What follows belongs to an exercise in optimizing a design on an open flow for a short achievable clock period and few clock cycles; a production flow would make more cautious choices. The RTL was checked by simulation tests, not by an equivalence proof against the original design. No activity file was given, so power comes from the tool's default toggle rates.

## design/flow/constraint.sdc

```tcl
create_clock -name core_clock -period 9.0 [get_ports {clock}]
set_input_delay 1.8000 -clock core_clock [delete_from_list [all_inputs] [get_ports {clock}]]
set_output_delay 1.8000 -clock core_clock [all_outputs]
set_load 0.01 [all_outputs]
```

## design/flow/design.v

```verilog
module add12 (input [11:0] a, input [11:0] b, input cin, output [11:0] s);
    wire [11:0] p = a ^ b;
    reg [11:0] G, P;
    integer i, d;
    always @(*) begin
        G = a & b;
        P = p;
        G[0] = G[0] | (p[0] & cin);
        for (d = 1; d < 12; d = d * 2)
            for (i = 11; i >= d; i = i - 1) begin
                G[i] = G[i] | (P[i] & G[i-d]);
                P[i] = P[i] & P[i-d];
            end
    end
    assign s = p ^ {G[10:0], cin};
endmodule
module mulsel (input [11:0] a, input [11:0] r1, input [11:0] m3, input [11:0] m5,
               input [11:0] m7, output [11:0] t0, output [11:0] t1, output [11:0] t2,
               output [11:0] t3);
    function [11:0] msel(input [2:0] d, input [11:0] x1, input [11:0] x3,
                         input [11:0] x5, input [11:0] x7);
        case (d)
            3'd0: msel = 12'd0;
            3'd1: msel = x1;
            3'd2: msel = {x1[10:0], 1'b0};
            3'd3: msel = x3;
            3'd4: msel = {x1[9:0], 2'b0};
            3'd5: msel = x5;
            3'd6: msel = {x3[10:0], 1'b0};
            default: msel = x7;
        endcase
    endfunction
    assign t0 = msel(a[2:0], r1, m3, m5, m7);
    assign t1 = msel(a[5:3], r1, m3, m5, m7);
    assign t2 = msel(a[8:6], r1, m3, m5, m7);
    assign t3 = msel(a[11:9], r1, m3, m5, m7);
endmodule
module mulsum (input [11:0] t0, input [11:0] t1, input [11:0] t2, input [11:0] t3,
               input [11:0] c, output [11:0] p);
    wire [11:0] x0 = t0;
    wire [11:0] x1 = {t1[8:0], 3'b0};
    wire [11:0] x2 = {t2[5:0], 6'b0};
    wire [11:0] x3 = {t3[2:0], 9'b0};
    wire [11:0] s1 = x0 ^ x1 ^ x2;
    wire [11:0] c1 = {((x0[10:0] & x1[10:0]) | (x0[10:0] & x2[10:0]) | (x1[10:0] & x2[10:0])), 1'b0};
    wire [11:0] s2 = s1 ^ c1 ^ x3;
    wire [11:0] c2 = {((s1[10:0] & c1[10:0]) | (s1[10:0] & x3[10:0]) | (c1[10:0] & x3[10:0])), 1'b0};
    wire [11:0] s3 = s2 ^ c2 ^ c;
    wire [11:0] c3 = {((s2[10:0] & c2[10:0]) | (s2[10:0] & c[10:0]) | (c2[10:0] & c[10:0])), 1'b0};
    add12 fin (.a(s3), .b(c3), .cin(1'b0), .s(p));
endmodule
module boothpp (input [11:0] a, input [11:0] b, output [11:0] q0, output [11:0] q1,
                output [11:0] q2, output [11:0] q3, output [11:0] qn);
    function [11:0] pp(input [2:0] t, input [11:0] x);
        case (t)
            3'd1, 3'd2: pp = x;
            3'd3: pp = {x[10:0], 1'b0};
            3'd4: pp = ~{x[10:0], 1'b0};
            3'd5, 3'd6: pp = ~x;
            default: pp = 12'd0;
        endcase
    endfunction
    wire [12:0] ae = {a, 1'b0};
    wire [11:0] p0 = pp(ae[2:0], b);
    wire [11:0] p1 = {pp(ae[4:2], b), 2'b0};
    wire [11:0] p2 = {pp(ae[6:4], b), 4'b0};
    wire [11:0] p3 = {pp(ae[8:6], b), 6'b0};
    wire [11:0] p4 = {pp(ae[10:8], b), 8'b0};
    wire [11:0] p5 = {pp(ae[12:10], b), 10'b0};
    function ng(input [2:0] t); ng = t[2] & ~(t[1] & t[0]); endfunction
    assign qn = {1'b0, ng(ae[12:10]), 1'b0, ng(ae[10:8]), 1'b0, ng(ae[8:6]), 1'b0, ng(ae[6:4]),
                 1'b0, ng(ae[4:2]), 1'b0, ng(ae[2:0])};
    assign q0 = p0 ^ p1 ^ p2;
    assign q1 = {((p0[10:0] & p1[10:0]) | (p0[10:0] & p2[10:0]) | (p1[10:0] & p2[10:0])), 1'b0};
    assign q2 = p3 ^ p4 ^ p5;
    assign q3 = {((p3[10:0] & p4[10:0]) | (p3[10:0] & p5[10:0]) | (p4[10:0] & p5[10:0])), 1'b0};
endmodule
module boothsum (input [11:0] q0, input [11:0] q1, input [11:0] q2, input [11:0] q3,
                 input [11:0] qn, input [11:0] c, output [11:0] p);
    function [11:0] cs(input [11:0] x, input [11:0] y, input [11:0] z);
        cs = x ^ y ^ z;
    endfunction
    function [11:0] cc(input [11:0] x, input [11:0] y, input [11:0] z);
        cc = {((x[10:0] & y[10:0]) | (x[10:0] & z[10:0]) | (y[10:0] & z[10:0])), 1'b0};
    endfunction
    wire [11:0] s1 = cs(q0, q1, q2), c1 = cc(q0, q1, q2);
    wire [11:0] s2 = cs(q3, qn, c), c2 = cc(q3, qn, c);
    wire [11:0] s3 = cs(s1, c1, s2), c3 = cc(s1, c1, s2);
    wire [11:0] s4 = cs(s3, c3, c2), c4 = cc(s3, c3, c2);
    add12 fin (.a(s4), .b(c4), .cin(1'b0), .s(p));
endmodule
module Bus #(
    parameter MEM_WIDTH = 12,
    parameter INS_WIDTH = 8
) (
    input wire [3:0] selectIn,  
    input wire [MEM_WIDTH-1:0] DataMem, R, RL, RC, RP, RQ, R1, ACC,
    input wire [INS_WIDTH-1:0] IR,
    output reg [MEM_WIDTH-1:0] busOut
);
localparam  [3:0]
    DataMem_sel = 4'b0, 
    R_sel    = 4'd1,
    IR_sel   = 4'd2,
    RL_sel   = 4'd3,
    RC_sel   = 4'd4,
    RP_sel   = 4'd5,
    RQ_sel   = 4'd6,
    R1_sel   = 4'd7,
    ACC_sel   = 4'd8,
    idle     = 4'd9;
always @(*) begin
    case (selectIn)
        DataMem_sel: busOut = DataMem;
        R_sel:  busOut = R;
        IR_sel: busOut =  {{(MEM_WIDTH-INS_WIDTH){1'b0}},IR};  
        RL_sel: busOut =  RL;
        RC_sel: busOut =  RC;
        RP_sel: busOut =  RP;
        RQ_sel: busOut =  RQ;
        R1_sel: busOut =  R1;
        ACC_sel: busOut =  ACC;   
        default: busOut = {(MEM_WIDTH){1'b0}};
    endcase
end
endmodule
module Register #(
    parameter WIDTH = 12
) 
(
    input wire clock,
    input wire rst,
    input wire writeEn,
    input wire [WIDTH-1:0] dataIn,
    output wire [WIDTH-1:0] dataOut
);
reg [WIDTH-1:0] temp;
    always @(posedge clock) begin
        if (rst == 1) temp <= 0;
        else if (writeEn) temp <= dataIn;
    end
assign dataOut = temp;
endmodule
module incRegister 
#(parameter WIDTH = 12 )   
(
    input [WIDTH-1:0]dataIn,
    input writeEn,rst,clock,incEn,
    output [WIDTH-1:0]dataOut
);
reg [WIDTH-1:0]value;
always @(posedge clock) begin
    if (rst)
        value <= 0;
    else if (writeEn)
        value <= dataIn;
    else if (incEn)
        value <= value + 1'b1;
end
assign dataOut = value;
endmodule  
module isZeroReg 
#(parameter WIDTH = 12)
(
    input wire clock,
    input wire rst,
    input wire writeEn,
    input wire [WIDTH-1:0] dataIn,
    output wire dataOut
);
reg temp;
    always @(posedge clock) begin
        if (rst == 1) temp <= 1'b0;
        else if (writeEn == 1) begin
            if (dataIn == 0) temp <= 1;
            else temp <= 0;
        end
        else temp <= dataOut;
    end
assign dataOut = temp;
endmodule
module ControlUnit 
#(
    parameter INS_WIDTH = 8
)
(
    input clk,reset,start,Zout,
    input [INS_WIDTH-1:0]ins,
    output reg [2:0]aluOp,
    output reg [3:0]incReg,     
    output reg [9:0]wrEnReg,    
    output reg [3:0]busSel,
    output reg DataMemWrEn,ZWrEn,
    output done,ready
);
localparam  IDLE = 6'd0,   
            NOP1 = 6'd1,
            ENDOP1 = 6'd2,
            CLAC1 = 6'd3,
            FETCH_DELAY1 = 6'd37,      
            FETCH1 = 6'd4,
            FETCH2 = 6'd5,
            LDIAC_DELAY1 =  6'd38,      
            LDIAC1 = 6'd6,
            LDIAC2 = 6'd7,
            LDIAC_DELAY2 = 6'd39,        
            LDIAC3 = 6'd8,
            LDAC1 = 6'd9,
            LDAC_DELAY1 = 6'd40,        
            LDAC2 = 6'd10,
            STIR_DELAY1 = 6'd41,        
            STIR1 = 6'd11,
            STIR2 = 6'd12,
            STIR_DELAY2 = 6'd42,        
            STIR3 = 6'd13,
            STR1 = 6'd14,
            STR_DELAY1 = 6'd43,          
            STR2 = 6'd15,
            JUMP_DELAY1 = 6'd44,         
            JUMP1 = 6'd16,
            JUMP2 = 6'd17,
            JMPNZY_DILAY1 = 6'd45,       
            JMPNZY1 = 6'd18,
            JMPNZY2 = 6'd19,
            JMPNZN1 = 6'd20,
            JMPZY_DELAY1 = 6'd46,        
            JMPZY1 = 6'd21,
            JMPZY2 = 6'd22,
            JMPZN1 = 6'd23,
            MUL1 = 6'd24,
            ADD1 = 6'd25,
            SUB1 = 6'd26,
            INCAC1 = 6'd27,
            MV_RL_AC1 = 6'd28,
            MV_RP_AC1 = 6'd29,
            MV_RQ_AC1 = 6'd30,
            MV_RC_AC1 = 6'd31,
            MV_R_AC1 = 6'd32,
            MV_R1_AC1 = 6'd33,
            MV_AC_RP1 = 6'd34,
            MV_AC_RQ1 = 6'd35,
            MV_AC_RL1 = 6'd36;
localparam  clr_alu  =  3'd0,    
            pass_alu =  3'd1,
            add_alu  =  3'd2,
            sub_alu  =  3'd3,
            mul_alu  =  3'd4,
            inc_alu  =  3'd5,
            idle_alu =  3'd6;
localparam  DMem_bus = 4'b0,    
            R_bus    = 4'd1,
            IR_bus   = 4'd2,
            RL_bus   = 4'd3,
            RC_bus   = 4'd4,
            RP_bus   = 4'd5,
            RQ_bus   = 4'd6,
            R1_bus   = 4'd7,
            AC_bus   = 4'd8,
            idle_bus = 4'd9;
localparam    
            NOP	     =  8'd0,
            ENDOP    =	8'd1,
            CLAC     =	8'd2,
            LDIAC    =	8'd3,
            LDAC     =	8'd4,
            STR      =	8'd5,
            STIR     =	8'd6,
            JUMP     =	8'd7,
            JMPNZ    =	8'd8,
            JMPZ     =	8'd9,
            MUL	     =  8'd10,
            ADD	     =  8'd11,
            SUB	     =  8'd12,
            INCAC    =  8'd13,
            MV_RL_AC =	{4'd1,4'd15},
            MV_RP_AC =	{4'd2,4'd15},
            MV_RQ_AC =	{4'd3,4'd15},
            MV_RC_AC =	{4'd4,4'd15},
            MV_R_AC  =	{4'd5,4'd15},
            MV_R1_AC =	{4'd6,4'd15},
            MV_AC_RP =	{4'd7,4'd15},
            MV_AC_RQ =	{4'd8,4'd15},
            MV_AC_RL =	{4'd9,4'd15};
localparam [9:0]
    no_wrEn = 10'b0000000000,
    AR_wrEn = 10'b1000000000,
    R_wrEn  = 10'b0100000000,
    PC_wrEn = 10'b0010000000,
    IR_wrEn = 10'b0001000000,
    RL_wrEn = 10'b0000100000,
    RC_wrEn = 10'b0000010000,
    RP_wrEn = 10'b0000001000,
    RQ_wrEn = 10'b0000000100,
    R1_wrEn = 10'b0000000010,
    AC_wrEn = 10'b0000000001;
localparam [3:0]
    no_inc = 4'b0000,
    PC_inc = 4'b1000,
    RC_inc = 4'b0100,
    RP_inc = 4'b0010,
    RQ_inc = 4'b0001,
    RC_RP_RQ_inc = 4'b0111;
reg [5:0]currentState, nextState;
always @(posedge clk) begin
    if (reset) begin
        currentState <= IDLE;
    end
    else begin
        currentState <= nextState;
    end
end
always @(start, Zout, ins, currentState) begin
    case (currentState)    
        IDLE: begin
            aluOp <= idle_alu;
            incReg <= 4'd0;
            wrEnReg <= 10'd0;
            busSel <= idle_bus;
            DataMemWrEn <= 1'b0;
            ZWrEn <= 1'b0;
            if (start)
                nextState <= FETCH1;
            else
                nextState <= IDLE;
        end
        NOP1: begin
            aluOp <= idle_alu;
            incReg <= 4'd0;
            wrEnReg <= 10'd0;
            busSel <= idle_bus;
            DataMemWrEn <= 1'b0;
            ZWrEn <= 1'b0;
            nextState <= FETCH1;
        end
        ENDOP1: begin
            aluOp <= idle_alu;
            incReg <= 4'd0;
            wrEnReg <= 10'd0;
            busSel <= DMem_bus;
            DataMemWrEn <= 1'b0;
            ZWrEn <= 1'b0;
            nextState <= ENDOP1;
        end
        CLAC1: begin
            aluOp <= clr_alu;
            incReg <= 4'd0;
            wrEnReg <= 10'd1;
            busSel <= idle_bus;
            DataMemWrEn <= 1'b0;
            ZWrEn <= 1'b1;
            nextState <= FETCH1;
        end
        FETCH_DELAY1: begin
            aluOp <= idle_alu;
            incReg <= 4'd0;
            wrEnReg <= IR_wrEn;
            busSel <= idle_bus;
            DataMemWrEn <= 1'b0;
            ZWrEn <= 1'b0;
            nextState <= FETCH1;
        end
        FETCH1: begin
            aluOp <= idle_alu;
            incReg <= 4'd0;
            wrEnReg <= IR_wrEn;
            busSel <= idle_bus;
            DataMemWrEn <= 1'b0;
            ZWrEn <= 1'b0;
            nextState <= FETCH2;
        end
        FETCH2: begin
            aluOp <= idle_alu;
            incReg <= PC_inc;
            wrEnReg <= 10'd0;
            busSel <= 4'd0;
            DataMemWrEn <= 1'b0;
            ZWrEn <= 1'b0;
            case (ins)    
                NOP: nextState <= NOP1;
                ENDOP: nextState <= ENDOP1;
                CLAC: nextState <= CLAC1;
                LDIAC: nextState <= LDIAC_DELAY1; 
                LDAC: nextState <= LDAC1;
                STR: nextState <= STR1;
                STIR: nextState <= STIR_DELAY1;   
                JUMP: nextState <= JUMP_DELAY1;  
                JMPNZ: nextState <= (Zout == 0)? JMPNZY_DILAY1 : JMPNZN1; 
                JMPZ: nextState <= (Zout == 1)? JMPZY_DELAY1 : JMPZN1;  
                MUL: nextState <= MUL1;
                ADD: nextState <= ADD1;
                SUB: nextState <= SUB1;
                INCAC: nextState <= INCAC1;
                MV_RL_AC: nextState <= MV_RL_AC1;
                MV_RP_AC: nextState <= MV_RP_AC1;
                MV_RQ_AC: nextState <= MV_RQ_AC1;
                MV_RC_AC: nextState <= MV_RC_AC1;
                MV_R_AC: nextState <= MV_R_AC1;
                MV_R1_AC: nextState <= MV_R1_AC1;
                MV_AC_RP: nextState <= MV_AC_RP1;
                MV_AC_RQ: nextState <= MV_AC_RQ1;
                MV_AC_RL: nextState <= MV_AC_RL1;
                default : nextState <= IDLE;                    
            endcase
        end
        LDIAC_DELAY1: begin
            aluOp <= idle_alu;
            incReg <= 4'd0;
            wrEnReg <= IR_wrEn;
            busSel <= idle_bus;
            DataMemWrEn <= 1'b0;
            ZWrEn <= 1'b0;
            nextState <= LDIAC1;
        end
        LDIAC1: begin
            aluOp <= idle_alu;
            incReg <= 4'd0;
            wrEnReg <= IR_wrEn;
            busSel <= idle_bus;
            DataMemWrEn <= 1'b0;
            ZWrEn <= 1'b0;
            nextState <= LDIAC2;
        end
        LDIAC2: begin
            aluOp <= idle_alu;
            incReg <= PC_inc;
            wrEnReg <= AR_wrEn;
            busSel <= IR_bus;
            DataMemWrEn <= 1'b0;
            ZWrEn <= 1'b0;
            nextState <= LDIAC_DELAY2;
        end
        LDIAC_DELAY2: begin
            aluOp <= pass_alu;
            incReg <= no_inc;
            wrEnReg <= AC_wrEn;
            busSel <= DMem_bus;
            DataMemWrEn <= 1'b0;
            ZWrEn <= 1'b1;
            nextState <= LDIAC3;
        end
        LDIAC3: begin
            aluOp <= pass_alu;
            incReg <= no_inc;
            wrEnReg <= AC_wrEn;
            busSel <= DMem_bus;
            DataMemWrEn <= 1'b0;
            ZWrEn <= 1'b1;
            nextState <= FETCH_DELAY1;
        end
        LDAC1: begin
            aluOp <= idle_alu;
            incReg <= no_inc;
            wrEnReg <= AR_wrEn;
            busSel <= AC_bus;
            DataMemWrEn <= 1'b0;
            ZWrEn <= 1'b0;
            nextState <= LDAC_DELAY1;
        end
        LDAC_DELAY1: begin
            aluOp <= pass_alu;
            incReg <= no_inc;
            wrEnReg <= AC_wrEn;
            busSel <= DMem_bus;
            DataMemWrEn <= 1'b0;
            ZWrEn <= 1'b1;
            nextState <= LDAC2;
        end
        LDAC2: begin
            aluOp <= pass_alu;
            incReg <= no_inc;
            wrEnReg <= AC_wrEn;
            busSel <= DMem_bus;
            DataMemWrEn <= 1'b0;
            ZWrEn <= 1'b1;
            nextState <= FETCH_DELAY1;
        end
        STR1: begin
            aluOp <= idle_alu;
            incReg <= no_inc;
            wrEnReg <= AR_wrEn;
            busSel <= AC_bus;
            DataMemWrEn <= 1'b0;
            ZWrEn <= 1'b0;
            nextState <= STR_DELAY1;
        end
        STR_DELAY1: begin
            aluOp <= idle_alu;
            incReg <= no_inc;
            wrEnReg <= no_wrEn;
            busSel <= idle_bus;
            DataMemWrEn <= 1'b1;
            ZWrEn <= 1'b0;
            nextState <= STR2;
        end
        STR2: begin
            aluOp <= idle_alu;
            incReg <= no_inc;
            wrEnReg <= no_wrEn;
            busSel <= idle_bus;
            DataMemWrEn <= 1'b1;
            ZWrEn <= 1'b0;
            nextState <= FETCH1;
        end
        STIR_DELAY1: begin
            aluOp <= idle_alu;
            incReg <= no_inc;
            wrEnReg <= IR_wrEn;
            busSel <= idle_bus;
            DataMemWrEn <= 1'b0;
            ZWrEn <= 1'b0;
            nextState <= STIR1;
        end
        STIR1: begin
            aluOp <= idle_alu;
            incReg <= no_inc;
            wrEnReg <= IR_wrEn;
            busSel <= idle_bus;
            DataMemWrEn <= 1'b0;
            ZWrEn <= 1'b0;
            nextState <= STIR2;
        end
        STIR2: begin
            aluOp <= idle_alu;
            incReg <= PC_inc;
            wrEnReg <= AR_wrEn;
            busSel <= IR_bus;
            DataMemWrEn <= 1'b0;
            ZWrEn <= 1'b0;
            nextState <= STIR_DELAY2;
        end
        STIR_DELAY2: begin
            aluOp <= idle_alu;
            incReg <= no_inc;
            wrEnReg <= no_wrEn;
            busSel <= idle_bus;
            DataMemWrEn <= 1'b1;
            ZWrEn <= 1'b0;
            nextState <= STIR3;
        end
        STIR3: begin
            aluOp <= idle_alu;
            incReg <= no_inc;
            wrEnReg <= no_wrEn;
            busSel <= idle_bus;
            DataMemWrEn <= 1'b1;
            ZWrEn <= 1'b0;
            nextState <= FETCH_DELAY1;
        end
        JUMP_DELAY1: begin
            aluOp <= idle_alu;
            incReg <= 4'd0;
            wrEnReg <= IR_wrEn;
            busSel <= 4'd0;
            DataMemWrEn <= 1'b0;
            ZWrEn <= 1'b0;
            nextState <= JUMP1;
        end
        JUMP1: begin
            aluOp <= idle_alu;
            incReg <= 4'd0;
            wrEnReg <= IR_wrEn;
            busSel <= 4'd0;
            DataMemWrEn <= 1'b0;
            ZWrEn <= 1'b0;
            nextState <= JUMP2;
        end
        JUMP2: begin
            aluOp <= idle_alu;
            incReg <= 4'd0;
            wrEnReg <= PC_wrEn;
            busSel <= IR_bus;
            DataMemWrEn <= 1'b0;
            ZWrEn <= 1'b0;
            nextState <= FETCH_DELAY1;
        end
        JMPNZY_DILAY1: begin
            aluOp <= idle_alu;
            incReg <= 4'd0;
            wrEnReg <= IR_wrEn;
            busSel <= 4'd0;
            DataMemWrEn <= 1'b0;
            ZWrEn <= 1'b0;
            nextState <= JMPNZY1;
        end
        JMPNZY1: begin
            aluOp <= idle_alu;
            incReg <= 4'd0;
            wrEnReg <= IR_wrEn;
            busSel <= 4'd0;
            DataMemWrEn <= 1'b0;
            ZWrEn <= 1'b0;
            nextState <= JMPNZY2;
        end
        JMPNZY2: begin
            aluOp <= idle_alu;
            incReg <= 4'd0;
            wrEnReg <= PC_wrEn;
            busSel <= IR_bus;
            DataMemWrEn <= 1'b0;
            ZWrEn <= 1'b0;
            nextState <= FETCH_DELAY1;
        end
        JMPNZN1: begin
            aluOp <= idle_alu;
            incReg <= PC_inc;
            wrEnReg <= no_wrEn;
            busSel <= idle_bus;
            DataMemWrEn <= 1'b0;
            ZWrEn <= 1'b0;
            nextState <= FETCH_DELAY1;
        end
        JMPZY_DELAY1: begin
            aluOp <= idle_alu;
            incReg <= 4'd0;
            wrEnReg <= IR_wrEn;
            busSel <= 4'd0;
            DataMemWrEn <= 1'b0;
            ZWrEn <= 1'b0;
            nextState <= JMPZY1;
        end
        JMPZY1: begin
            aluOp <= idle_alu;
            incReg <= 4'd0;
            wrEnReg <= IR_wrEn;
            busSel <= 4'd0;
            DataMemWrEn <= 1'b0;
            ZWrEn <= 1'b0;
            nextState <= JMPZY2;
        end
        JMPZY2: begin
            aluOp <= idle_alu;
            incReg <= 4'd0;
            wrEnReg <= PC_wrEn;
            busSel <= IR_bus;
            DataMemWrEn <= 1'b0;
            ZWrEn <= 1'b0;
            nextState <= FETCH_DELAY1;
        end
        JMPZN1: begin
            aluOp <= idle_alu;
            incReg <= PC_inc;
            wrEnReg <= no_wrEn;
            busSel <= idle_bus;
            DataMemWrEn <= 1'b0;
            ZWrEn <= 1'b0;
            nextState <= FETCH_DELAY1;
        end
        MUL1: begin
            aluOp <= mul_alu;
            incReg <= RC_RP_RQ_inc;
            wrEnReg <= AC_wrEn;
            busSel <= R1_bus;
            DataMemWrEn <= 1'b0;
            ZWrEn <= 1'b1;
            nextState <= FETCH_DELAY1;
        end
        ADD1: begin
            aluOp <= add_alu;
            incReg <= no_inc;
            wrEnReg <= AC_wrEn;
            busSel <= R_bus;
            DataMemWrEn <= 1'b0;
            ZWrEn <= 1'b1;
            nextState <= FETCH_DELAY1;
        end
        SUB1: begin
            aluOp <= sub_alu;
            incReg <= no_inc;
            wrEnReg <= AC_wrEn;
            busSel <= RC_bus;
            DataMemWrEn <= 1'b0;
            ZWrEn <= 1'b1;
            nextState <= FETCH_DELAY1;
        end
        INCAC1: begin
            aluOp <= inc_alu;
            incReg <= no_inc;
            wrEnReg <= AC_wrEn;
            busSel <= idle_bus;
            DataMemWrEn <= 1'b0;
            ZWrEn <= 1'b1;
            nextState <= FETCH_DELAY1;
        end
        MV_RL_AC1: begin
            aluOp <= idle_alu;
            incReg <= no_inc;
            wrEnReg <= RL_wrEn;
            busSel <= AC_bus;
            DataMemWrEn <= 1'b0;
            ZWrEn <= 1'b0;
            nextState <= FETCH_DELAY1;
        end
        MV_RP_AC1: begin
            aluOp <= idle_alu;
            incReg <= no_inc;
            wrEnReg <= RP_wrEn;
            busSel <= AC_bus;
            DataMemWrEn <= 1'b0;
            ZWrEn <= 1'b0;
            nextState <= FETCH_DELAY1;
        end
        MV_RQ_AC1: begin
            aluOp <= idle_alu;
            incReg <= no_inc;
            wrEnReg <= RQ_wrEn;
            busSel <= AC_bus;
            DataMemWrEn <= 1'b0;
            ZWrEn <= 1'b0;
            nextState <= FETCH_DELAY1;
        end
        MV_RC_AC1: begin
            aluOp <= idle_alu;
            incReg <= no_inc;
            wrEnReg <= RC_wrEn;
            busSel <= AC_bus;
            DataMemWrEn <= 1'b0;
            ZWrEn <= 1'b0;
            nextState <= FETCH_DELAY1;
        end
        MV_R_AC1: begin
            aluOp <= idle_alu;
            incReg <= no_inc;
            wrEnReg <= R_wrEn;
            busSel <= AC_bus;
            DataMemWrEn <= 1'b0;
            ZWrEn <= 1'b0;
            nextState <= FETCH_DELAY1;
        end
        MV_R1_AC1: begin
            aluOp <= idle_alu;
            incReg <= no_inc;
            wrEnReg <= R1_wrEn;
            busSel <= AC_bus;
            DataMemWrEn <= 1'b0;
            ZWrEn <= 1'b0;
            nextState <= FETCH_DELAY1;
        end
        MV_AC_RP1: begin
            aluOp <= pass_alu;
            incReg <= no_inc;
            wrEnReg <= AC_wrEn;
            busSel <= RP_bus;
            DataMemWrEn <= 1'b0;
            ZWrEn <= 1'b1;
            nextState <= FETCH_DELAY1;
        end
        MV_AC_RQ1: begin
            aluOp <= pass_alu;
            incReg <= no_inc;
            wrEnReg <= AC_wrEn;
            busSel <= RQ_bus;
            DataMemWrEn <= 1'b0;
            ZWrEn <= 1'b1;
            nextState <= FETCH_DELAY1;
        end
        MV_AC_RL1: begin
            aluOp <= pass_alu;
            incReg <= no_inc;
            wrEnReg <= AC_wrEn;
            busSel <= RL_bus;
            DataMemWrEn <= 1'b0;
            ZWrEn <= 1'b1;
            nextState <= FETCH_DELAY1;
        end
        default : begin
            aluOp <= idle_alu;
            incReg <= 4'd0;
            wrEnReg <= 10'd0;
            busSel <= 4'd0;
            DataMemWrEn <= 1'b0;
            ZWrEn <= 1'b0;
            nextState <= IDLE;
        end            
    endcase
end
assign done = (currentState == ENDOP1)?1'b1:1'b0;
assign ready = (currentState == IDLE)? 1'b1:1'b0;
endmodule  
module Processor #(
    parameter MEM_WIDTH = 12,
    parameter INS_WIDTH = 8,
    parameter MEM_ADDR = 12,
    parameter INS_ADDR = 8
) (
    input wire clock,reset,start,
    input wire [MEM_WIDTH-1:0] fromDataMem,
    input wire [INS_WIDTH-1:0] fromInsMem,
    output wire [MEM_WIDTH-1:0] toDataMem,
    output wire [MEM_ADDR-1:0] MemAddr,
    output wire [INS_ADDR-1:0] InsAddr,
    output wire DataMemoryWriteEnable,
    output wire done,ready
);
wire [MEM_WIDTH-1:0] aluA, aluB, aluOUT;
wire [2:0] aluOP;
wire [3:0] busSel;
wire [MEM_WIDTH-1:0] busOut;
wire [INS_WIDTH-1:0] IRout;
wire [MEM_WIDTH-1:0] Rout, RLout, RCout, RPout, RQout, R1out, ACCout;
wire Zout, ZWrEn;
wire [3:0]  incReg;     
wire [9:0]  wrEnReg;    
ControlUnit #(.INS_WIDTH(INS_WIDTH)) controlUnit(
    .clk(clock), .reset(reset), .start(start), 
    .Zout(Zout), 
    .ins(IRout), 
    .aluOp(aluOP), 
    .incReg(incReg), 
    .wrEnReg(wrEnReg), 
    .busSel(busSel), 
    .DataMemWrEn(DataMemoryWriteEnable), 
    .ZWrEn(ZWrEn), 
    .done(done), .ready(ready)
    );
ALU #(.WIDTH(MEM_WIDTH)) alu(
    .A(aluA), .B(aluB), 
    .ALUop(aluOP), 
    .result(aluOUT)
    );
Bus #(.MEM_WIDTH(MEM_WIDTH), .INS_WIDTH(INS_WIDTH)) bus(
    .selectIn(busSel), 
    .DataMem(fromDataMem), 
    .R(Rout), .RL(RLout), .RC(RCout), .RP(RPout), .RQ(RQout), .R1(R1out), 
    .ACC(ACCout), .IR(IRout), 
    .busOut(busOut)
    );
Register #(.WIDTH(MEM_WIDTH)) AR(
    .dataIn(busOut), 
    .writeEn(wrEnReg[9]), .rst(reset), .clock(clock),
    .dataOut(MemAddr)
    );
Register #(.WIDTH(MEM_WIDTH)) R(
    .dataIn(busOut),
    .writeEn(wrEnReg[8]), .rst(reset), .clock(clock),
    .dataOut(Rout)
    );
incRegister #(.WIDTH(INS_WIDTH)) PC(
    .dataIn(IRout), 
    .writeEn(wrEnReg[7]), .rst(reset), .clock(clock), 
    .incEn(incReg[3]), 
    .dataOut(InsAddr)
    );
Register #(.WIDTH(INS_WIDTH)) IR(
    .dataIn(fromInsMem), 
    .writeEn(wrEnReg[6]), .rst(reset), .clock(clock),
    .dataOut(IRout)
    );    
Register #(.WIDTH(MEM_WIDTH)) RL(
    .dataIn(busOut), 
    .writeEn(wrEnReg[5]), .rst(reset), .clock(clock),
    .dataOut(RLout)
    );
incRegister #(.WIDTH(MEM_WIDTH)) RC(
    .dataIn(busOut), 
    .writeEn(wrEnReg[4]), .rst(reset), .clock(clock), 
    .incEn(incReg[2]), 
    .dataOut(RCout)
    );
incRegister #(.WIDTH(MEM_WIDTH)) RP(
    .dataIn(busOut), 
    .writeEn(wrEnReg[3]), .rst(reset), .clock(clock),
    .incEn(incReg[1]), 
    .dataOut(RPout)
    );
incRegister #(.WIDTH(MEM_WIDTH)) RQ(
    .dataIn(busOut), 
    .writeEn(wrEnReg[2]), .rst(reset), .clock(clock), 
    .incEn(incReg[0]), 
    .dataOut(RQout)
    );
Register #(.WIDTH(MEM_WIDTH)) R1(
    .dataIn(busOut), 
    .writeEn(wrEnReg[1]), .rst(reset), .clock(clock), 
    .dataOut(R1out)
    );
Register #(.WIDTH(MEM_WIDTH)) ACC(
    .dataIn(aluOUT), 
    .writeEn(wrEnReg[0]), .rst(reset), .clock(clock), 
    .dataOut(ACCout)
    );
isZeroReg #(.WIDTH(MEM_WIDTH)) Z(
    .dataIn(aluOUT), 
    .clock(clock), .rst(reset), .writeEn(ZWrEn), 
    .dataOut(Zout)
    );
assign toDataMem = Rout;
assign aluA = ACCout;
assign aluB = busOut;
endmodule
module MultiCore #(
    parameter CORE_COUNT = 3,
    parameter MEM_WIDTH = 12,
    parameter INS_WIDTH = 8,
    parameter MEM_ADDR = 11,
    parameter INS_ADDR = 8
)
(
    input clock,reset,start,
    input [MEM_WIDTH*CORE_COUNT-1:0] ProcessorDataIn,
    input [INS_WIDTH-1:0] InsMemOut,
    output [MEM_WIDTH*CORE_COUNT-1:0] ProcessorDataOut,
    output [INS_ADDR-1:0] InsAddr,
    output [MEM_ADDR-1:0] MemAddr,
    output DataMemoryWriteEnable, ready, done
);
localparam [7:0]
    NOP = 8'h00, ENDOP = 8'h01, CLAC = 8'h02, LDIAC = 8'h03, LDAC = 8'h04,
    STR = 8'h05, STIR = 8'h06, JUMP = 8'h07, JMPNZ = 8'h08, JMPZ = 8'h09,
    MUL = 8'h0a, ADD = 8'h0b, SUB = 8'h0c, INCAC = 8'h0d,
    MV_RL_AC = 8'h1f, MV_RP_AC = 8'h2f, MV_RQ_AC = 8'h3f, MV_RC_AC = 8'h4f,
    MV_R_AC = 8'h5f, MV_R1_AC = 8'h6f, MV_AC_RP = 8'h7f, MV_AC_RQ = 8'h8f,
    MV_AC_RL = 8'h9f;
function is2 (input [7:0] o); is2 = (o == LDIAC) | (o == STIR) | (o == JUMP) | (o == JMPNZ) | (o == JMPZ); endfunction
function isW (input [7:0] o); isW = (o == MV_RL_AC) | (o == MV_RP_AC) | (o == MV_RQ_AC) | (o == MV_RC_AC) | (o == MV_R_AC) | (o == MV_R1_AC); endfunction
function isA (input [7:0] o); isA = (o == CLAC) | (o == MV_AC_RP) | (o == MV_AC_RQ) | (o == MV_AC_RL); endfunction
function isF (input [7:0] o); isF = (o == MUL) | (o == ADD) | (o == SUB) | (o == INCAC); endfunction
function isL (input [7:0] o); isL = (o == LDIAC) | (o == LDAC); endfunction
function isS (input [7:0] o); isS = (o == STR) | (o == STIR); endfunction
function isCB(input [7:0] o); isCB = (o == JMPNZ) | (o == JMPZ); endfunction
function isN (input [7:0] o); isN = ~(is2(o) | isW(o) | isA(o) | isF(o) | isL(o) | isS(o) | (o == ENDOP)); endfunction
function slowL(input [7:0] o); slowL = (o == ADD) | (o == SUB) | (o == INCAC) | (o == LDAC) | (o == STR) | isCB(o); endfunction
function slowM(input [7:0] o); slowM = slowL(o) | (o == MUL); endfunction
function wconf(input [7:0] a, input [7:0] b);
    case (a)
        MV_RL_AC: wconf = (b == MV_AC_RL) | (b == MV_RL_AC);
        MV_RP_AC: wconf = (b == MUL) | (b == MV_AC_RP) | (b == MV_RP_AC);
        MV_RQ_AC: wconf = (b == MUL) | (b == MV_AC_RQ) | (b == MV_RQ_AC);
        MV_RC_AC: wconf = (b == MUL) | (b == SUB) | (b == MV_RC_AC);
        MV_R_AC:  wconf = (b == ADD) | (b == STR) | (b == STIR) | (b == MV_R_AC);
        default:  wconf = (b == MUL) | (b == MV_R1_AC);
    endcase
endfunction
function triple(input [7:0] a, input [7:0] b, input [7:0] c);
    triple = ~is2(a) & ~isL(a) & ~isS(a) & isA(b) & pairable(a, b) &
             ((c == LDAC) | ((c == STR) & (a != MV_R_AC)));
endfunction
function pairable(input [7:0] a, input [7:0] b);
    if (b == JUMP) pairable = ~((a == ENDOP) | isCB(a) | (a == JUMP));
    else if ((a == ENDOP) | isCB(a) | (a == JUMP) | isL(a)) pairable = 1'b0;
    else if (isW(a)) pairable = ~wconf(a, b);
    else if (isA(a)) pairable = (b != MUL);
    else if (isS(a)) pairable = ~(isL(b) | isS(b));
    else if (a == MUL) pairable = (b == ADD) | isN(b) | (b == STIR) | (b == ENDOP);
    else if (isF(a)) pairable = isN(b) | isW(b) | (b == ENDOP) | (b == STIR) | (b == LDIAC) | isA(b) | isCB(b);
    else pairable = 1'b1;    
endfunction
reg run, rdy, dn;
reg LP;               
reg zv;               
reg [7:0] icd [0:63];
reg [1:0] ict [0:63];
reg [63:0] icv;       
reg [63:0] icl;       
reg [63:0] icj;       
reg [63:0] icc;       
reg [63:0] icp;       
reg [63:0] icq, ics;  
reg [7:0] hA1, hA2, hA3, hB1, hB2, hB3;    
reg hv1, hv2, hv3;
reg [7:0] FP;         
reg [7:0] FA1;        
reg fv1;
reg [7:0] PC;
reg [1:0] bht [0:15];   
reg G0v, G1v;
reg GslowL, GslowM, Gmul, Gst, GsK, GsAC, GsRP, GsRQ, GsRL;
reg [7:0] Gk;
reg [5:0] X0W, X1W;           
reg [2:0] X0S, X1S;           
reg X0A, X1A, X0F, X1F, XMAC, XF1, XFA, XADD, XSUB, XINC;
reg Xld, Xend, Xr1, Xzv;
reg Xbr, Xbnz, Xbp;           
reg [7:0] Xalt;
reg [3:0] Xbpc;
reg [7:0] XZ;                 
wire [7:0] p1 = PC + 8'd1, p2 = PC + 8'd2, p3 = PC + 8'd3, p4 = PC + 8'd4;
wire [5:0] i0 = PC[5:0], i1 = p1[5:0], i2 = p2[5:0], i3 = p3[5:0];
wire [7:0] w0 = icd[i0], w1 = icd[i1], w2 = icd[i2], w3 = icd[i3];
wire v0 = icv[i0] & (ict[i0] == PC[7:6]);
wire v1 = icv[i1] & (ict[i1] == p1[7:6]);
wire v2 = icv[i2] & (ict[i2] == p2[7:6]);
wire v3 = icv[i3] & (ict[i3] == p3[7:6]);
wire l0 = icl[i0];
wire [7:0] op1 = l0 ? w2 : w1;
wire [7:0] k1 = l0 ? w3 : w2;
wire vop1 = l0 ? v2 : v1;
wire vk1 = l0 ? v3 : v2;
wire l1 = l0 ? icl[i2] : icl[i1];
wire j1 = l0 ? icj[i2] : icj[i1];
wire c1 = l0 ? icc[i2] : icc[i1];
wire ok0 = v0 & (~l0 | v1);
wire ok1 = ok0 & vop1 & (~l1 | vk1);
wire [7:0] pc1 = l0 ? p2 : p1;
wire [7:0] pc1n = l0 ? p4 : p3;           
wire pred0 = icj[i0] | (icc[i0] & bht[PC[3:0]][1]);
wire pred1 = j1 | (c1 & bht[pc1[3:0]][1]);
wire pair = icp[i0];                       
wire tq = icq[i0], ts = ics[i0];           
wire trip = tq | ts;
wire issue = ok0 & (~pair | ok1) & (~trip | v2);
reg [7:0] ng;
always @(*) begin
    if (pred0) ng = w1;
    else if (!pair) ng = l0 ? p2 : p1;
    else if (trip) ng = p3;
    else if (pred1) ng = k1;
    else case ({l0, l1})
        2'b00: ng = p2;
        2'b11: ng = p4;
        default: ng = p3;
    endcase
end
wire fm1 = pair & (isL(op1) | isS(op1));      
wire [7:0] fmop = fm1 ? op1 : w0;
wire fsK = (fmop == LDIAC) | (fmop == STIR);
wire fa0 = fm1 & isA(w0);
wire fslowL = slowL(w0) | (pair & ~isA(w0) & (w0 != MUL) & slowL(op1));
wire fslowM = slowM(w0) | (pair & ~isA(w0) & (w0 != MUL) & slowM(op1));
wire fmul = (w0 == MUL) | (pair & (op1 == MUL));
wire fst = isS(w0) | (pair & isS(op1)) | ts;
function [5:0] wsel(input [7:0] o);
    wsel = {o == MV_RL_AC, o == MV_R_AC, o == MV_R1_AC, o == MV_RC_AC, o == MV_RP_AC, o == MV_RQ_AC};
endfunction
function [2:0] ssel(input [7:0] o);
    ssel = {o == MV_AC_RP, o == MV_AC_RQ, o == MV_AC_RL};
endfunction
wire s1 = pair & ~pred0;
wire fmac = s1 & (w0 == MUL) & (op1 == ADD);
wire ff1 = s1 & isF(op1);
wire [7:0] ffop = ff1 ? op1 : w0;
wire fbr1 = s1 & isCB(op1);
reg [7:0] fZ;
always @(*) begin
    fZ = 8'b00000001;
    if (fbr1) case (w0)
        CLAC: fZ = 8'b00000010;
        MV_AC_RP: fZ = 8'b00000100;
        MV_AC_RQ: fZ = 8'b00001000;
        MV_AC_RL: fZ = 8'b00010000;
        ADD: fZ = 8'b00100000;
        SUB: fZ = 8'b01000000;
        INCAC: fZ = 8'b10000000;
        default: fZ = 8'b00000001;
    endcase
end
wire miss = run & ~(v0 & v1 & v2 & v3);
wire [7:0] M = ~v0 ? PC : ~v1 ? p1 : ~v2 ? p2 : p3;
reg missq;
reg [7:0] Mq, FA2;
reg fv2;
wire redirect_fp = missq & ~(fv1 & (FA1 == Mq)) & ~(fv2 & (FA2 == Mq)) & (FP != Mq);
wire [7:0] fdist = FP - PC;
wire fp_adv = redirect_fp | (fdist < 8'd16);
wire g0 = run & G0v;
wire g1 = run & G1v;
wire a0A = X0A;
reg macp;             
wire hazard = run & G0v & ((LP & GslowL) | (macp & GslowM));
wire ex = run & ~hazard;
wire e0 = ex & G0v;
wire e1 = ex & G1v;
wire [11:0] AC0, RP0, RQ0, RL0, R0, RC0;
wire Zbase = zv & (AC0 == 12'd0);
wire Zb = (XZ[0] & Zbase) | XZ[1] | (XZ[2] & (RP0 == 12'd0)) | (XZ[3] & (RQ0 == 12'd0)) |
          (XZ[4] & (RL0 == 12'd0)) | (XZ[5] & ((AC0 ^ R0) == {AC0[10:0] | R0[10:0], 1'b0})) |
          (XZ[6] & (AC0 == RC0)) | (XZ[7] & (AC0 == 12'hfff));
wire bex = e0 & Xbr;
wire bact = Xbnz ? ~Zb : Zb;
wire bpred = Xbp;
wire mis = bex & (bact != bpred);
wire [7:0] balt = Xalt;
wire [3:0] bpc = Xbpc;
wire endx = e0 & Xend;
wire ldx = e0 & Xld;
wire stx = run & G0v & Gst & ~hazard;
wire mac = XMAC;
wire fa = XFA;                                
integer bi;
always @(posedge clock) begin
    if (reset) begin
        run <= 1'b0; rdy <= 1'b1; dn <= 1'b0; LP <= 1'b0; zv <= 1'b0; macp <= 1'b0;
        icv <= 64'd0; icp <= 64'd0; icq <= 64'd0; ics <= 64'd0; hv1 <= 1'b0; hv2 <= 1'b0; hv3 <= 1'b0; FP <= 8'd0; FA1 <= 8'd0; fv1 <= 1'b0; missq <= 1'b0; Mq <= 8'd0; FA2 <= 8'd0; fv2 <= 1'b0;
        PC <= 8'd0;
        G0v <= 1'b0; G1v <= 1'b0;
        GslowL <= 1'b0; GslowM <= 1'b0; Gmul <= 1'b0; Gst <= 1'b0; GsK <= 1'b0; GsAC <= 1'b0; GsRP <= 1'b0;
        GsRQ <= 1'b0; GsRL <= 1'b0; Gk <= 8'd0; 
        for (bi = 0; bi < 16; bi = bi + 1) bht[bi] <= 2'b10;
    end else begin
        if (fv1) begin
            icd[FA1[5:0]] <= InsMemOut; ict[FA1[5:0]] <= FA1[7:6]; icv[FA1[5:0]] <= 1'b1;
            icl[FA1[5:0]] <= is2(InsMemOut); icj[FA1[5:0]] <= (InsMemOut == JUMP); icc[FA1[5:0]] <= isCB(InsMemOut);
            hA1 <= FA1; hB1 <= InsMemOut; hA2 <= hA1; hB2 <= hB1; hA3 <= hA2; hB3 <= hB2;
        end
        hv1 <= fv1; hv2 <= hv1 & fv1; hv3 <= hv2 & fv1;
        if (hv1 & hv2 & (hA2 == hA1 - 8'd1) & ~is2(hB2)) icp[hA2[5:0]] <= pairable(hB2, hB1);
        if (hv1 & hv2 & hv3 & (hA2 == hA1 - 8'd1) & (hA3 == hA1 - 8'd2) & is2(hB3)) icp[hA3[5:0]] <= pairable(hB3, hB1);
        if (hv1 & hv2 & hv3 & (hA2 == hA1 - 8'd1) & (hA3 == hA1 - 8'd2)) begin
            icq[hA3[5:0]] <= triple(hB3, hB2, hB1) & (hB1 == LDAC);
            ics[hA3[5:0]] <= triple(hB3, hB2, hB1) & (hB1 == STR);
        end
        if (fv1) begin icp[FA1[5:0]] <= 1'b0; icq[FA1[5:0]] <= 1'b0; ics[FA1[5:0]] <= 1'b0; end
        FA1 <= FP;
        fv1 <= 1'b1;
        if (fp_adv) FP <= redirect_fp ? Mq : FP + 8'd1;
        missq <= miss; Mq <= M; FA2 <= FA1; fv2 <= fv1;
        if (rdy & start) begin rdy <= 1'b0; run <= 1'b1; end
        if (endx) begin run <= 1'b0; dn <= 1'b1; end
        LP <= ldx;
        macp <= e0 & Gmul;
        if (LP | (e0 & Xzv)) zv <= 1'b1;
        if (bex) begin
            if (bact & (bht[bpc] != 2'b11)) bht[bpc] <= bht[bpc] + 2'd1;
            if (~bact & (bht[bpc] != 2'b00)) bht[bpc] <= bht[bpc] - 2'd1;
        end
        if (run) begin
            if (mis) begin
                PC <= balt;
                G0v <= 1'b0; G1v <= 1'b0;
            end else if (!hazard) begin
                G0v <= issue & ~endx;
                G1v <= issue & pair & ~pred0 & ~endx;
                if (issue) PC <= ng;
            end
            if (!hazard) begin
                GslowL <= fslowL; GslowM <= fslowM; Gmul <= fmul; Gst <= fst;
                GsK <= fsK & ~trip; GsAC <= ~fsK & ~fa0 & ~trip;
                GsRP <= trip ? (op1 == MV_AC_RP) : (~fsK & fa0 & (w0 == MV_AC_RP));
                GsRQ <= trip ? (op1 == MV_AC_RQ) : (~fsK & fa0 & (w0 == MV_AC_RQ));
                GsRL <= trip ? (op1 == MV_AC_RL) : (~fsK & fa0 & (w0 == MV_AC_RL));
                Gk <= fm1 ? k1 : w1;
                X0W <= wsel(w0); X1W <= wsel(op1); X0S <= ssel(w0); X1S <= ssel(op1);
                X0A <= isA(w0); X1A <= isA(op1);
                X0F <= isF(w0) & (w0 != MUL); X1F <= isF(op1) & (op1 != MUL) & ~fmac;
                XMAC <= fmac; XF1 <= ff1; XFA <= ff1 & isA(w0);
                XADD <= (ffop == ADD); XSUB <= (ffop == SUB); XINC <= (ffop == INCAC);
                Xld <= isL(w0) | (s1 & isL(op1)) | tq;
                Xend <= (w0 == ENDOP) | (s1 & (op1 == ENDOP));
                Xr1 <= (w0 == MV_R1_AC) | (s1 & (op1 == MV_R1_AC));
                Xzv <= isA(w0) | isF(w0) | (s1 & (isA(op1) | isF(op1)));
                Xbr <= isCB(w0) | fbr1;
                Xbnz <= fbr1 ? (op1 == JMPNZ) : (w0 == JMPNZ);
                Xbp <= fbr1 ? pred1 : pred0;
                Xalt <= fbr1 ? (pred1 ? pc1n : k1) : (pred0 ? p2 : w1);
                Xbpc <= fbr1 ? pc1[3:0] : PC[3:0];
                XZ <= fZ;
            end
        end
    end
end
genvar i;
generate
    for (i = 0; i < CORE_COUNT; i = i + 1) begin : lane
        reg [11:0] AC, R, RL, RC, RP, RQ, R1;
        wire [11:0] DI = ProcessorDataIn[12*i +: 12];
        wire [11:0] macres;
        wire [11:0] ACc = LP ? DI : macp ? macres : AC;
        wire [11:0] src0 = ({12{X0S[2]}} & RP) | ({12{X0S[1]}} & RQ) | ({12{X0S[0]}} & RL);
        wire [11:0] src1 = ({12{X1S[2]}} & RP) | ({12{X1S[1]}} & RQ) | ({12{X1S[0]}} & RL);
        wire [11:0] aa = fa ? src0 : AC;
        wire [11:0] sum, dif, inc;
        wire [11:0] t0n, t1n, t2n, t3n, tnn;
        reg [11:0] T0, T1, T2, T3, TN, TC;
        wire [11:0] ACm = LP ? DI : AC;
        boothpp ms (.a(ACm), .b(R1), .q0(t0n), .q1(t1n), .q2(t2n), .q3(t3n), .qn(tnn));
        boothsum mm (.q0(T0), .q1(T1), .q2(T2), .q3(T3), .qn(TN), .c(TC), .p(macres));
        add12 aa_ (.a(aa), .b(R), .cin(1'b0), .s(sum));
        add12 as_ (.a(aa), .b(~RC), .cin(1'b1), .s(dif));
        add12 ai_ (.a(aa), .b(12'd0), .cin(1'b1), .s(inc));
        wire [11:0] fres = ({12{XADD}} & sum) | ({12{XSUB}} & dif) | ({12{XINC}} & inc);
        wire [11:0] v1 = a0A ? src0 : X0F ? fres : ACc;
        wire w1AC = e1 & (X1A | X1F);
        wire w0AC = e0 & (X0A | X0F);
        wire incr = e0 & Gmul;
        always @(posedge clock) begin
            if (incr) begin
                T0 <= t0n; T1 <= t1n; T2 <= t2n; T3 <= t3n; TN <= tnn; TC <= mac ? R : 12'd0;
            end
            if (reset) begin
                AC <= 12'd0; R <= 12'd0; RL <= 12'd0; RC <= 12'd0;
                RP <= 12'd0; RQ <= 12'd0; R1 <= 12'd0;
            end else begin
                if (w1AC) AC <= X1A ? src1 : fres;
                else if (w0AC) AC <= X0A ? src0 : fres;
                else if (LP) AC <= DI;
                else if (macp) AC <= macres;
                if (e1 & X1W[5]) RL <= v1; else if (e0 & X0W[5]) RL <= ACc;
                if (e1 & X1W[4]) R <= v1; else if (e0 & X0W[4]) R <= ACc;
                if (e1 & X1W[3]) R1 <= v1; else if (e0 & X0W[3]) R1 <= ACc;
                if (e1 & X1W[2]) RC <= v1; else if (e0 & X0W[2]) RC <= ACc;
                else if (incr) RC <= RC + 12'd1;
                if (e1 & X1W[1]) RP <= v1; else if (e0 & X0W[1]) RP <= ACc;
                else if (incr) RP <= RP + 12'd1;
                if (e1 & X1W[0]) RQ <= v1; else if (e0 & X0W[0]) RQ <= ACc;
                else if (incr) RQ <= RQ + 12'd1;
            end
        end
        assign ProcessorDataOut[12*i +: 12] = R;
    end
endgenerate
assign AC0 = lane[0].AC;
assign RP0 = lane[0].RP;
assign RQ0 = lane[0].RQ;
assign RL0 = lane[0].RL;
assign R0 = lane[0].R;
assign RC0 = lane[0].RC;
assign MemAddr = ({11{GsK}} & {3'd0, Gk}) | ({11{GsAC}} & AC0[10:0]) | ({11{GsRP}} & RP0[10:0]) |
                 ({11{GsRQ}} & RQ0[10:0]) | ({11{GsRL}} & RL0[10:0]);
assign DataMemoryWriteEnable = stx;
assign InsAddr = FP;
assign ready = rdy;
assign done = dn;
endmodule
```

## design/flow/run.sh

```bash
#!/bin/bash
# synth_recipe.tcl (not shown) runs the flow's synth.tcl, then flattens the netlist and writes it again
# the make line also repeats each setting of config.mk as NAME=value (left out here)
make -C /OpenROAD-flow-scripts/flow DESIGN_CONFIG=/design/flow/config.mk WORK_HOME=/design/flow/orfs CLKGATE_MAP_FILE= SYNTH_SCRIPT=/design/flow/synth_recipe.tcl finish
```

## design/flow/config.mk

```make
export PLATFORM = sky130hd
export DESIGN_NAME = MultiCore
export DESIGN_NICKNAME = MultiCore
export VERILOG_FILES = /design/flow/design.v
export SDC_FILE = /design/flow/constraint.sdc
export NUM_CORES = 4
export LEC_CHECK = 0
export CAP_MARGIN = 20
export CORE_MARGIN = 2
export CORE_UTILIZATION = 30
export SETUP_SLACK_MARGIN = 5
export SLEW_MARGIN = 20
```

==> notes.md <==
The first global-routing pass estimated 677 mm of wire. The total overflow left after global routing is 0. Worst reg2reg path startpoint: PC[0]. Power spread over the standard cell area amounts to 147 nW/um^2.

The path class of the lowest-slack min-delay path is flip-flop to flip-flop. From bottom edge to top edge, the die measures 622 um. For the total length of routed wires, the log shows 479 mm. The tools report the post-route clock skew as 0.166 ns.

Leaving out filler cells and counting taps, the final layout contains 15900. The top cell type by area accounts for 29.0% of the synthesized area. Cells fill 36.5% of the core in the end.

The worst setup path is captured at a flip-flop. For the number of placement rows, the log shows 227. Setup repair after global routing could not meet its margin everywhere.

The largest area contributor in the netlist was edfxtp_1. OpenSTA, run right after detailed placement, puts the worst setup slack at 2.42 ns. The top cell types in the final layout, fill and taps aside, are nand2_1 (1189), edfxtp_1 (1109), mux4_2 (1037), nor2_1 (852), dfxtp_1 (537).

The pin count of the biggest net entering global routing is 168. The number of hold violations in the final report was 0; the required time of the critical path was 9.84 ns. The clock passes through at most 4 buffers. The net count after synthesis came out at 10700.

For the reg-to-reg setup timing slack, the log shows 4.01 ns. The total power is 20.4 mW, and the global-route total usage across every layer is 23.6%. The sort of element at the start of the critical path was a flip-flop.

Timing would allow up to 200 MHz. Counting cells, the worst reg-to-reg path comes to 20. Commonest non-fill, non-tap cell in the layout: nand2_1. The post-route netlist has 28.4% of its cells at a drive strength greater than 1. Detailed placement ended at an HPWL of 302 mm.

After the last flow step, the layout net total stands at 11000. TritonCTS built the clock tree. The run gives 39.3% as the fraction of the yosys area taken by sequential cells. The fraction of registers with async set/reset was 0%; the number of vias per cell was 6.26.

The relative area change from synthesis to final layout is 21.3%, and the mean instance size in the synthesized netlist is 11.1 um^2. The pre-antenna-repair detailed-routing pass consisted of 10 iterations. Arrival time reported for the critical path endpoint: 5.83 ns. Measured against its own limit, the worst slew margin works out to 14.3%.

The final critical-path share of the clock period was 55.5%. The synthesized netlist occupies a cell area of 115000 um^2. The shortest period the worst path allows is 4.99 ns, and the initial antenna violation count is 36. Start point of the critical path: PC[0].

Across the VDD grid, the largest voltage drop is 0.159 mV. The static power due to leakage is 45.5 nW, and the setup slack of the critical path after layout is 4.01 ns. The CTS root buffer was clkbuf_16.

Initial core utilization: 30.1%. By startpoint and endpoint, the worst setup path is classified as flip-flop to flip-flop. The flow ran to the end and the layout has no timing, DRC or antenna violations. Die span in x: 622 um. Primary flip-flop cell chosen by synthesis mapping: edfxtp_1.

Clock latency on the worst-skew pair, taken at its later pin, is 0.98 ns. Across all layers, the routed design uses 99300 vias. The Yosys warning count was 4. For this design, the sink count on the clock tree is 1697.

The clock tree synthesis step divided the H-tree into 4 levels. The count of port buffers added during placement is 104, and the total core area is 381000 um^2. The number of flops mapped to enable cells by yosys is 1109, and the final RePlAce weighted congestion is 0.974. For the hold-fix buffer count after cts, the log shows 0. The summed negative setup slack over all endpoints was 0 ns. At the pin with the least slew margin, the transition time is 1.28 ns. For this block, the initial DRC count from the detailed router was 15800.

After synthesis, the cell types taking the most area are edfxtp_1 (29%), mux4_2 (20%), dfxtp_1 (10%), nand2_1 (4.1%), nor2_1 (3.2%). After detailed placement, the design holds a cell count of 14900. Dividing the detail-routed wire length by the instance count gives 30.2 um.

The remaining antenna violation count is 0. Setup violations remaining at the end of the flow were counted as 0. Count of mapped cells out of synthesis: 10400.

Final count of pins violating max slew: 0. Clock-pin slew was measured on the worst setup and hold paths at 0.07 ns. The full die area is 387000 um^2. Of all nets on the critical path, the largest fanout is 7.

The tools report the number of top-level pins as 105. The tools report the number of DRC violations after detailed routing as 0. The number of distinct library cells after synthesis came out at 112.

Across the run, the number of max-cap violations was 0. After synthesis the netlist holds a flip-flop and latch count of 1697. The via count of the first global-routing pass is 92700, and the total CTS buffers is 195.
==> cell usage after synthesis (77+ instances only) <==
library cell,n
a211oi_1,181
a21oi_1,613
a222oi_1,77
a22o_1,191
a22oi_1,114
a31oi_1,98
and2_1,98
and3_1,81
buf_2,131
clkbuf_1,563
dfxtp_1,588
edfxtp_1,1109
fa_1,90
ha_1,210
inv_1,250
mux2i_1,321
mux4_2,1037
nand2_1,1238
nand3_1,229
nand4_1,77
nor2_1,988
nor3_1,131
o211ai_1,139
o21ai_0,331
xnor2_1,362
xor2_1,140
==> critical path, stage by stage (launching register included) <==
cell and delay, ns:
dfxtp_4 0.38, buf_12 0.15, buf_16 0.14, mux4_2 0.50, mux4_2 0.57, nand2_2 0.10, a22oi_2 0.09, buf_12 0.18
mux2i_4 0.26, mux2i_1 0.12, mux2_4 0.27, o2111a_2 0.30, a31oi_4 0.21, inv_2 0.07, ha_4 0.32, nor2_2 0.05
mux2_2 0.25, mux2_4 0.26, o311a_1 0.32, nand4_1 0.13, nand3_2 0.13
==> timing repair <==
action	in CTS	in global routing
pin swaps	282	292
gates cloned	66	5
resized for setup	808	487
endpoints found under the setup margin	645	637
setup buffers	324	150
==> routing by layer <==
layer | wire (um) | GRT usage, % | part of all wire (%)
met4 | 35900 | 14.2 | 7.5
met1 | 172000 | 30.0 | 36
met3 | 68600 | 7.89 | 14
met5 | 186 | 0.0741 | 0.039
met2 | 203000 | 34.5 | 42
==> logic make-up after synthesis <==
| logic type | count (synthesis) | share of synthesized area [%] |
|---|---|---|
| xor gates and xnor gates | 503 | 3.85 |
| buffers and inverters | 1117 | 4.26 |
| and+or+nand+nor | 3114 | 11.9 |
| DFF | 1697 | 39.3 |
| muxes | 1425 | 23.8 |
| AOI/OAI and AO/OA | 2210 | 13.0 |
| adders and majority gates | 301 | 3.87 |
==> worst min-delay path by stage <==
stage               slack (ns)  startpoint  cells past startpoint       to
floorplan                 0.42         hv2                      1      hv3
global placement          0.43         hv2                      1      hv3
detailed placement        0.44     icq[48]                      2  icq[48]
CTS                       0.45     ics[27]                      2  ics[27]
global route              0.47      ics[6]                      2   ics[6]
finish                    0.45         rdy                      2      run
==> power breakdown <==
group	switching, mW	leakage [nW]	internal, mW	total, mW
clock network	3.64	3.33	5.15	8.79
logic	1.96	27.2	1.11	3.07
registers	0.168	15.0	8.40	8.57
total	5.77	45.5	14.7	20.4
==> cell type report <==
| cell class | count | area (um^2) |
|---|---|---|
| Fill cell | 36600 | 242000 |
| Multi-Input combinational cell | 7558 | 69000 |
| Sequential cell | 1697 | 45200 |
| Timing Repair Buffer | 934 | 10700 |
| Tap cell | 5038 | 6300 |
| Clock buffer | 249 | 5520 |
| Clock inverter | 105 | 1350 |
| Inverter | 260 | 1040 |
| Antenna cell | 15 | 37.5 |
| Timing Repair inverter | 2 | 17.5 |
==> per-stage QoR <==
step	hold WS [ns]	instance area [um^2]
5_1_grt	0.472	139000
4_1_cts	0.452	136000
2_1_floorplan	0.421	115000
3_5_place_dp	0.444	121000
3_3_place_gp	0.434	121000
6_report	0.449	139000
==> state kept, by name, indices dropped and copies added (netlist names), 64 cells and up, named ones only <==
name and cells:
ict 128, icv 64, icj 64, icq 64, icc 64, icp 64, ics 64, icd 512
icl 64
Testbench counts, summed over its fixed seeds: cycles 23,784.

## re-timing with driven ports
How much do the figures lean on ideal ports? The routed layout below was timed once more, with nothing changed but the port constraints.
Step 1 sets driving cells, clkbuf_16 on the clock port and buf_2 on the other inputs (assumed; they add their load-dependent delay and slew).
Step 2 also shifts input and output timing later by t, the mid clock arrival at the registers, as if the neighbouring blocks saw the same clock.
Slacks: ideal ports / drivers / drivers and shift; pairs: ideal ports / drivers.
t (ns): 0.999
setup slack, ns: 4.006 / 4.006 / 4.006
hold WS [ns]: 0.449 / 0.449 / 0.449
slew at the worst register clock pin (ns): 0.08 / 0.08
cell pins on the clock port's net: 1
After both steps setup and hold are still met in this run. The setup slack of this run moves by 0.000 ns with the drivers and by 0.000 ns with both steps.
